This design comes from an exercise in tuning for small area on the open sky130 flow, not from production work. The RTL was checked by simulation tests, not by an equivalence proof against the original design.

--- design/flow/constraint.sdc ---
create_clock -name core_clock -period 8.0 [get_ports {clk}]
set_input_delay 1.6000 -clock core_clock [delete_from_list [all_inputs] [get_ports {clk}]]
set_output_delay 1.6000 -clock core_clock [all_outputs]
set_load 0.01 [all_outputs]
--- design/flow/run.sh ---
#!/bin/bash
# synth_recipe.tcl (not shown) runs the flow's synth.tcl, then flattens the netlist and writes it again
# the make line also repeats each setting of config.mk as NAME=value (left out here)
make -C /OpenROAD-flow-scripts/flow DESIGN_CONFIG=/design/flow/config.mk WORK_HOME=/design/flow/orfs CLKGATE_MAP_FILE= SYNTH_SCRIPT=/design/flow/synth_recipe.tcl finish
--- design/flow/design.v ---
module prbs(
            clk,
            rst,
            enable,
            valid,
            bit_out
            );
    parameter SEED = 9'h0;
    output bit_out;
    input rst;
    input clk;
    input enable;
    input valid;
    reg [8:0] buffer;
    always @(posedge clk or negedge rst) begin
        if (!rst)
            buffer <= SEED;
        else if (enable & valid)
            buffer <= {buffer[0] ^ buffer[4], buffer[8:1]};
    end
    assign bit_out = buffer[0];
endmodule
module tx(
          clk,
          rst,
          enable,
          tx_in,
          tx_out
          );
    input clk;
    input rst;
    input enable;
    input tx_in;
    output [7:0] tx_out;
    reg [1:0] cs;        
    reg       pb;        
    reg [5:0] w;         
    reg       started;   
    always @(posedge clk or negedge rst) begin
        if (!rst) begin
            cs <= 2'd0;
            pb <= 1'b0;
            w <= 6'd0;
            started <= 1'b0;
        end
        else if (enable) begin
            cs <= cs + 2'd1;
            started <= 1'b1;
            if (cs == 2'd3)
                pb <= tx_in;
            if (cs == 2'd0)
                w <= {w[4:0], pb};
        end
    end
    wire [1:0] c = cs - 2'd1;
    function signed [7:0] tap;
        input [2:0] i;
        input [1:0] ph;
        reg [4:0] k;
        begin
            k = {i[2:0], 2'b00} + ph;
            case (k)
                5'd0:  tap = 8'sd0;    5'd1:  tap = -8'sd2;   5'd2:  tap = -8'sd1;   5'd3:  tap = 8'sd0;
                5'd4:  tap = 8'sd2;    5'd5:  tap = 8'sd0;    5'd6:  tap = -8'sd5;   5'd7:  tap = -8'sd11;
                5'd8:  tap = -8'sd7;   5'd9:  tap = 8'sd10;   5'd10: tap = 8'sd37;   5'd11: tap = 8'sd62;
                5'd12: tap = 8'sd72;   5'd13: tap = 8'sd62;   5'd14: tap = 8'sd37;   5'd15: tap = 8'sd10;
                5'd16: tap = -8'sd7;   5'd17: tap = -8'sd11;  5'd18: tap = -8'sd5;   5'd19: tap = 8'sd0;
                5'd20: tap = 8'sd2;    5'd21: tap = 8'sd0;    5'd22: tap = -8'sd1;   default: tap = -8'sd2;
            endcase
        end
    endfunction
    reg signed [7:0] sum;
    integer i;
    always @* begin
        sum = 8'sd0;
        for (i = 0; i < 6; i = i + 1)
            if (w[i])
                sum = sum + tap(i, c);
            else
                sum = sum - tap(i, c);
    end
    assign tx_out = started ? sum : 8'd0;
endmodule
module rx(
          clk,
          rst,
          enable,
          rx_in,
          phase_in,
          rx_out,
          rx_bit_out
          );
    input clk;
    input rst;
    input enable;
    input signed [7:0] rx_in;
    input [1:0] phase_in;
    output reg [7:0] rx_out;
    output reg rx_bit_out;
    reg [8*24-1:0] xl;
    reg [1:0] clk_counter;
    wire signed [15:0] xs [0:23];
    genvar g;
    generate
        for (g = 0; g < 24; g = g + 1) begin : g_x
            assign xs[g] = {{8{xl[8*g+7]}}, xl[8*g +: 8]};
        end
    endgenerate
    wire signed [15:0] s =
          72 * xs[12]
        + 62 * (xs[11] + xs[13])
        + 37 * (xs[10] + xs[14])
        + 10 * (xs[9]  + xs[15])
        -  7 * (xs[8]  + xs[16])
        - 11 * (xs[7]  + xs[17])
        -  5 * (xs[6]  + xs[18])
        +  2 * (xs[4]  + xs[20])
        -      (xs[2]  + xs[22])
        -  2 * (xs[1]  + xs[23]);
    wire sat = (s[15:14] != {2{s[15]}});
    wire [7:0] sat_out = sat ? (s[15] ? 8'h80 : 8'h7f) : s[14:7];
    always @(posedge clk or negedge rst) begin
        if (!rst) begin
            xl <= {8*24{1'b0}};
            clk_counter <= 2'd0;
            rx_out <= 8'd0;
            rx_bit_out <= 1'b0;
        end
        else if (enable) begin
            xl <= {xl[8*23-1:0], rx_in};
            clk_counter <= clk_counter + 2'd1;
            rx_out <= sat_out;
            if (clk_counter == phase_in)
                rx_bit_out <= ~s[15];
        end
    end
endmodule
module ber(
           clk,
           rst,
           enable,
           valid,
           cc,
           sx_r,
           dx_r,
           sx_i,
           dx_i,
           error_count_r,
           error_count_i,
           bit_count
           );
    parameter SEQ_LEN = 1022;
    localparam AW = $clog2(SEQ_LEN);
    localparam NR = (1 << AW) / 4;
    input clk;
    input rst;
    input enable;
    input valid;
    input [1:0] cc;         
    input sx_r;
    input dx_r;
    input sx_i;
    input dx_i;
    output [63:0] error_count_r;
    output [63:0] error_count_i;
    output reg [63:0] bit_count;
    reg [AW-1:0] counter;
    reg [AW-1:0] shift;
    reg [AW-1:0] wl;
    reg adapt;
    wire step = enable & valid;
    wire counter_full = (counter == SEQ_LEN);
    wire end_adapt = (shift == SEQ_LEN);
    always @(posedge clk or negedge rst) begin
        if (!rst) begin
            counter <= {AW{1'b0}};
            shift <= {AW{1'b0}};
            wl <= {AW{1'b0}};
            adapt <= 1'b1;
            bit_count <= 64'd0;
        end
        else if (step) begin
            wl <= wl + 1'b1;
            if (adapt) begin
                if (!counter_full)
                    counter <= counter + 1'b1;
                else begin
                    counter <= {AW{1'b0}};
                    shift <= shift + 1'b1;
                end
                if (end_adapt)
                    adapt <= 1'b0;
            end
            else
                bit_count <= bit_count + 64'd1;
        end
    end
    wire [NR-1:0] we;
    wire wpass = ((wl[1:0] + cc) == 2'd0);
    genvar k;
    generate
        for (k = 0; k < NR; k = k + 1) begin : g_we
            assign we[k] = wpass & (wl[AW-1:2] == k);
        end
    endgenerate
    ber_lane #(.SEQ_LEN(SEQ_LEN)) lane_r (
        .clk (clk), .rst (rst), .step (step), .cc (cc), .adapt (adapt),
        .shift (shift), .counter_full (counter_full), .end_adapt (end_adapt),
        .wl (wl), .we (we), .sx (sx_r), .dx (dx_r), .error_count (error_count_r));
    ber_lane #(.SEQ_LEN(SEQ_LEN)) lane_i (
        .clk (clk), .rst (rst), .step (step), .cc (cc), .adapt (adapt),
        .shift (shift), .counter_full (counter_full), .end_adapt (end_adapt),
        .wl (wl), .we (we), .sx (sx_i), .dx (dx_i), .error_count (error_count_i));
endmodule
module ber_lane(
                clk,
                rst,
                step,
                cc,
                adapt,
                shift,
                counter_full,
                end_adapt,
                wl,
                we,
                sx,
                dx,
                error_count
                );
    parameter SEQ_LEN = 1022;
    localparam AW = $clog2(SEQ_LEN);
    localparam NR = (1 << AW) / 4;
    input clk;
    input rst;
    input step;
    input [1:0] cc;
    input adapt;
    input [AW-1:0] shift;
    input counter_full;
    input end_adapt;
    input [AW-1:0] wl;
    input [NR-1:0] we;
    input sx;
    input dx;
    output reg [63:0] error_count;
    reg [4*NR-1:0] q;
    reg wd;
    reg rd;
    reg [AW-1:0] min_error_count;
    reg [AW-1:0] min_shift;
    integer i;
    always @(posedge clk) begin
        for (i = 0; i < NR; i = i + 1)
            q[4*i +: 4] <= {q[4*i +: 3], we[i] ? wd : q[4*i+3]};
    end
    wire [AW-1:0] s = adapt ? shift : min_shift;
    wire [AW-1:0] a = wl - s;
    wire [NR-1:0] q3;
    genvar k;
    generate
        for (k = 0; k < NR; k = k + 1) begin : g_q3
            assign q3[k] = q[4*k+3];
        end
    endgenerate
    wire q3_sel = q3[a[AW-1:2]];
    wire rpass = ((a[1:0] + cc) == 2'd0);
    always @(posedge clk) begin
        if (rpass)
            rd <= q3_sel;
    end
    wire bit_d = (s == {AW{1'b0}}) ? wd : (rpass ? q3_sel : rd);
    wire e = bit_d ^ dx;
    wire [AW-1:0] ec_lo = error_count[AW-1:0];
    wire clr = adapt & (counter_full | end_adapt);
    wire inc = e & ~(adapt & counter_full);
    wire carry = inc & (&ec_lo);
    always @(posedge clk or negedge rst) begin
        if (!rst) begin
            error_count <= 64'd0;
            wd <= 1'b0;
            min_error_count <= {AW{1'b1}};
            min_shift <= {AW{1'b0}};
        end
        else if (step) begin
            wd <= sx;
            error_count[AW-1:0] <= clr ? {AW{1'b0}} : ec_lo + inc;
            error_count[63:AW] <= error_count[63:AW] + carry;
            if (adapt & counter_full & (ec_lo < min_error_count)) begin
                min_error_count <= ec_lo;
                min_shift <= shift;
            end
        end
    end
endmodule
module dsp(
           rst,
           clk,
           i_enable_tx,
           i_enable_rx,
           i_enable_ber,
           i_phase,
           o_error_count_r,
           o_error_count_i,
           o_bit_count_r,
           o_bit_count_i,
           o_tx,
           o_rx,
           o_led
           );
    input rst;
    input clk;
    input i_enable_tx;
    input i_enable_rx;
    input i_enable_ber;
    input [1:0] i_phase;
    output [63:0] o_error_count_r;
    output [63:0] o_error_count_i;
    output [63:0] o_bit_count_r;
    output [63:0] o_bit_count_i;
    output [15:0] o_tx;
    output [15:0] o_rx;
    output [3:0] o_led;
    wire prbs_out_r;
    wire [7:0] tx_out_r;
    wire [7:0] rx_out_r;
    wire rx_bit_out_r;
    wire prbs_out_i;
    wire [7:0] tx_out_i;
    wire [7:0] rx_out_i;
    wire rx_bit_out_i;
    wire [63:0] bit_count;
    reg [1:0] clk_counter;
    reg [1:0] phase;
    reg ber_rst;
    reg enable_tx;
    reg enable_rx;
    wire valid = (clk_counter == 2'd1);
    assign o_led[0] = enable_tx;
    assign o_led[1] = enable_rx;
    assign o_led[2] = 1'b0;
    assign o_led[3] = ~((|o_error_count_r) | (|o_error_count_i));
    assign o_tx = {tx_out_r, tx_out_i};
    assign o_rx = {rx_out_r, rx_out_i};
    assign o_bit_count_r = bit_count;
    assign o_bit_count_i = bit_count;
    always @(posedge clk or negedge rst) begin
        if (!rst) begin
            clk_counter <= 2'd0;
            phase <= 2'd0;
            ber_rst <= 1'b0;
            enable_tx <= 1'b0;
            enable_rx <= 1'b0;
        end
        else begin
            clk_counter <= clk_counter + 2'd1;
            phase <= i_phase;
            enable_tx <= i_enable_tx;
            enable_rx <= i_enable_rx;
            ber_rst <= !((i_phase != phase) || (!enable_rx && i_enable_rx));
        end
    end
    prbs #(.SEED (9'h1AA)) prbs_r (
        .clk (clk), .rst (rst), .enable (enable_tx), .valid (valid),
        .bit_out (prbs_out_r));
    prbs #(.SEED (9'h1FE)) prbs_i (
        .clk (clk), .rst (rst), .enable (enable_tx), .valid (valid),
        .bit_out (prbs_out_i));
    tx tx_r (
        .clk (clk), .rst (rst), .enable (enable_tx), .tx_in (prbs_out_r),
        .tx_out (tx_out_r));
    tx tx_i (
        .clk (clk), .rst (rst), .enable (enable_tx), .tx_in (prbs_out_i),
        .tx_out (tx_out_i));
    rx rx_r (
        .clk (clk), .rst (rst), .enable (enable_rx), .rx_in (tx_out_r),
        .phase_in (phase), .rx_out (rx_out_r), .rx_bit_out (rx_bit_out_r));
    rx rx_i (
        .clk (clk), .rst (rst), .enable (enable_rx), .rx_in (tx_out_i),
        .phase_in (phase), .rx_out (rx_out_i), .rx_bit_out (rx_bit_out_i));
    ber ber0 (
        .clk (clk), .rst (ber_rst), .enable (i_enable_ber), .valid (valid),
        .cc (clk_counter),
        .sx_r (prbs_out_r), .dx_r (rx_bit_out_r),
        .sx_i (prbs_out_i), .dx_i (rx_bit_out_i),
        .error_count_r (o_error_count_r), .error_count_i (o_error_count_i),
        .bit_count (bit_count));
endmodule
--- design/flow/config.mk ---
export PLATFORM = sky130hd
export DESIGN_NAME = dsp
export DESIGN_NICKNAME = dsp
export VERILOG_FILES = /design/flow/design.v
export SDC_FILE = /design/flow/constraint.sdc
export NUM_CORES = 4
export LEC_CHECK = 0
export CAP_MARGIN = 20
export CORE_MARGIN = 2
export CORE_UTILIZATION = 40
export SLEW_MARGIN = 20
==> metrics.md <==
| Metric | Value |
|---|---|
| Top FF cell, synth | `dfxtp_1` |
| Period minus WS final | `10.48 ns` |
| Critical Path Start Type | `flop` |
| Initial antenna violation count | `4` |
| Worst Setup End Kind | `flop` |
| IO Port Bufs | `about 300` |
| CTS Root Cell | `clkbuf_16` |
| Failed Checks | `negative setup slack` |
| Worst skew pair latency | `slightly below 0.9 ns` |
| Synthesized Nets | `between 9000 and 10000` |
| Die X | `524 µm` |
| Detailed Place HPWL | `172000 µm` |
| CTS Buf Count | `289` |
| Vias in the first global route | `66647` |
| Clock sink total | `approximately 2800` |
| CP arrival | `11.17 ns` |
| RePlAce Congestion | `0.882` |
| Maximum clock path buffer count | `4` |
| Detailed Route WL | `roughly 240000 µm` |
| Post-synth EDFFs | `0` |
| Finished Core Util | `48.6%` |
| Mean Syn Cell Area | `between 10 and 15 µm²` |
| Setup Skew | `just under 0.1 ns` |
| Critical Path Fanout Max | `4` |
| Post-Synthesis Cells | `around 8300` |
| Worst hold path class | `flop to flop` |
| Initial core utilization | `40.2%` |
| Fin crit share | `131%` |
| Final slew viol count | `0` |
| Core box area | `about 0.27 mm²` |
| Slew @ Worst Pin | `1.12 ns` |
| First-pass GRT wire length | `388000 µm` |
| Max_slew headroom | `25.3%` |
| Post-route insts no fill | `approximately 13000` |
| Highest clock rate | `0.0954 GHz` |
| Worst path most repeated cell | `fa_1` |
| Initial DRC Count | `2771` |
| Largest net degree at the start of global routing | `between 150 and 200` |
| Min Hold Slack | `0.293 ns` |
| GRT Total Usage | `18.0%` |
| Cell row count | `190` |
| Seq/Total Area, Yosys | `54.6%` |
| Req. time, crit path | `~8.7 ns` |
| Die Area | `0.274 mm²` |
| Slowest cell on crit path | `fa_1` |
| Ports | `roughly 300` |
| DR WL/cell | `18.6 µm` |
| Drc violations | `0` |
| Area share of the largest cell type after synthesis | `between 30 and 40%` |
| Die height | `524 µm` |
| CP Class | `flop to flop` |
| 1st-pass router iterations | `5` |
| Most area-consuming cells after synthesis | `dfxtp_1 38%, dfrtp_1 16%, mux2_2 10%` |
| Outcome | `finished with violations` |
| Final WS setup | `-2.48 ns` |
| Unrepaired setup endpoints after global routing | `yes` |
| Async SR Flop Fraction | `25.9%` |
| CTS tree | `done` |
| Hold Vio Cnt, Final | `0` |
| Routed via count | `between 60000 and 70000` |
| CP max stage delay | `0.54 ns` |
| Max-cap violations | `0` |
| Layout cells sized above 1 | `26.4%` |
| CTS H-tree lvls | `5` |
| Drt via density | `about 4.7` |
| Clock transition at path regs | `~0.06 ns` |
| # placed instances | `about 13000` |
| Warnings from Yosys | `7` |
| Post-Place Worst Slack | `-2.83 ns` |
| Area Growth Syn to Fin | `20.9%` |
| Total Nets Final | `roughly 10000` |
| Grt total ovfl | `0` |
| ANT nets after route | `0` |
| Setup Viol. Count Final | `18` |
| Synth Register Bits | `2765` |
| Mapped cell area | `0.108 mm²` |
| Cell variety after synth | `a little over 80` |
| Cell taking the most area after synthesis | `dfxtp_1` |
-- registers in the layout, indices dropped and copies added (netlist names), 64 cells and up --
register,cells
ber0.lane_i.q,1024
ber0.lane_r.q,1024
rx_i.xl,192
rx_r.xl,192
ber0.bit_count,64
ber0.lane_i.error_count,64
ber0.lane_r.error_count,64
-- metrics by stage --
stage | setup TNS [ns] | area [µm²]
3_3_place_gp | -38.44 | 120000
6_report | -36.51 | 131000
3_5_place_dp | -43.50 | 120000
2_1_floorplan | -31.43 | 108000
4_1_cts | -38.90 | 130000
5_1_grt | -44.56 | 131000
-- kinds of logic after synthesis --
logic type | Yosys count | synth area share (%)
DFF | 2765 | 54.6
adders and majority gates | 1000 | 14.4
and+or+nand+nor | 1174 | 5.06
xor gates and xnor gates | 544 | 4.56
buffers and inverters | 1032 | 3.90
muxes | 1225 | 14.0
AOI/OAI and AO/OA | 580 | 3.43
other | 1 | 0.00347
-- cell type report --
cell class                 instances  area, µm²
sequential                      2765      59000
fill                           23414     138000
timing repair buffer            1042       8770
tap                             3552       4440
inverter                         742       2790
antenna                            2       5.00
clock inverter                    96       1250
multi-input combinational       4524      45900
clock buffer                     413       8430
-- synth_stat cells (44+ instances only) --
master,count
inv_1,741
a21o_1,81
o21ai_0,97
a21oi_1,192
xnor2_1,386
buf_4,74
nand4_1,56
mux2_2,970
dfrtp_1,681
xor2_1,145
fa_1,407
nor2b_1,54
clkbuf_1,192
o21bai_1,79
dfxtp_1,2050
nand2_1,481
mux2i_1,123
nor3_1,44
nor2_1,226
and3_1,46
nand3_1,101
ha_1,593
mux4_2,121
-- final timing paths --
kind | slack, ns | endpoint | from | cells after the start
setup / recovery | -2.48 | rx_r.rx_bit_out | rx_r.xl[104] | 42
hold / removal | 0.29 | ber0.lane_i.q[839] | ber0.lane_i.q[838] | 0
setup reg to reg | -2.48 | rx_r.rx_bit_out | rx_r.xl[104] | 42
hold reg to reg | 0.29 | ber0.lane_i.q[839] | ber0.lane_i.q[838] | 0
max in group asynchronous | 5.53 | ber0.counter[9] | ber_rst | 2
min in group asynchronous | 0.32 | ber0.wl[4] | ber_rst | 0
-- placed cells by master, fill, tap and decap left out, drive strengths merged, types with 10 or more instances in the layout --
cell and count:
dfxtp 2050, mux2 970, inv 755, buf 746
dfrtp 681, ha 593, nand2 481, clkbuf 415
fa 407, xnor2 390, clkdlybuf4s50 293, nor2 226
a21oi 195, xor2 146, mux4 132, mux2i 123
nand3 101, o21ai 100, a21o 81, o21bai 79
nand4 56, nor2b 54, clkinv 51, and3 46
nor4 44, nor3 44, nand2b 39, dfstp 34
and2 29, o21a 23, bufinv 22, o31ai 15
and4 13, a211oi 13, a31oi 12, clkinvlp 10
-- worst max-delay path: cells and delay by family, from the launching register on --
family          cells  cell delay [ns]
fa+ha+maj          14             5.77
xor+xnor           10             1.91
simple gates        1             0.10
compound gates     10             1.51
buf+inv             6             0.40
flops               1             0.38
mux                 1             0.28
-- what timing repair did --
item,4_1_cts,5_1_grt
buffers inserted,15,7
gates resized for setup,79,63
hold buffers,0,0
endpoints found under the setup margin,21,27
gates cloned,0,0
pin swaps,64,58
-- layer usage --
| layer | share of wire [%] | vias up | GRT usage, % |
|---|---|---|---|
| met2 | 47 | 864 | 29.9 |
| met3 | 3.3 | 322 | 2.25 |
| met5 | 0.0041 | - | 0 |
| li1 | - | 29864 | - |
| met4 | 2.2 | 2 | 4.57 |
| met1 | 47 | 31154 | 24.7 |

## static timing again, ports no longer ideal
The results above use ideal ports. As a check the final layout listed here was re-extracted and re-timed, cells and wires unchanged.
Step 1, drivers: a clkbuf_16 drives clk and a buf_2 each remaining input, both assumed.
Step 2 adds t to the input delays and takes it off the output delays; t is the mean of the earliest and latest rising clock arrival at the registers after step 1. Input paths then give back, and output paths get back, about the clock's delay inside the block.
a / b / c = ideal / step 1 / step 2; a / b = the first two.
t (ns): 0.907
slack for setup (ns): -2.480 / -2.480 / -2.480
worst slew at a driven data input, ns: 0.08
For this run, drivers alone change the setup slack by 0.000 ns; drivers and shift together by 0.000 ns.
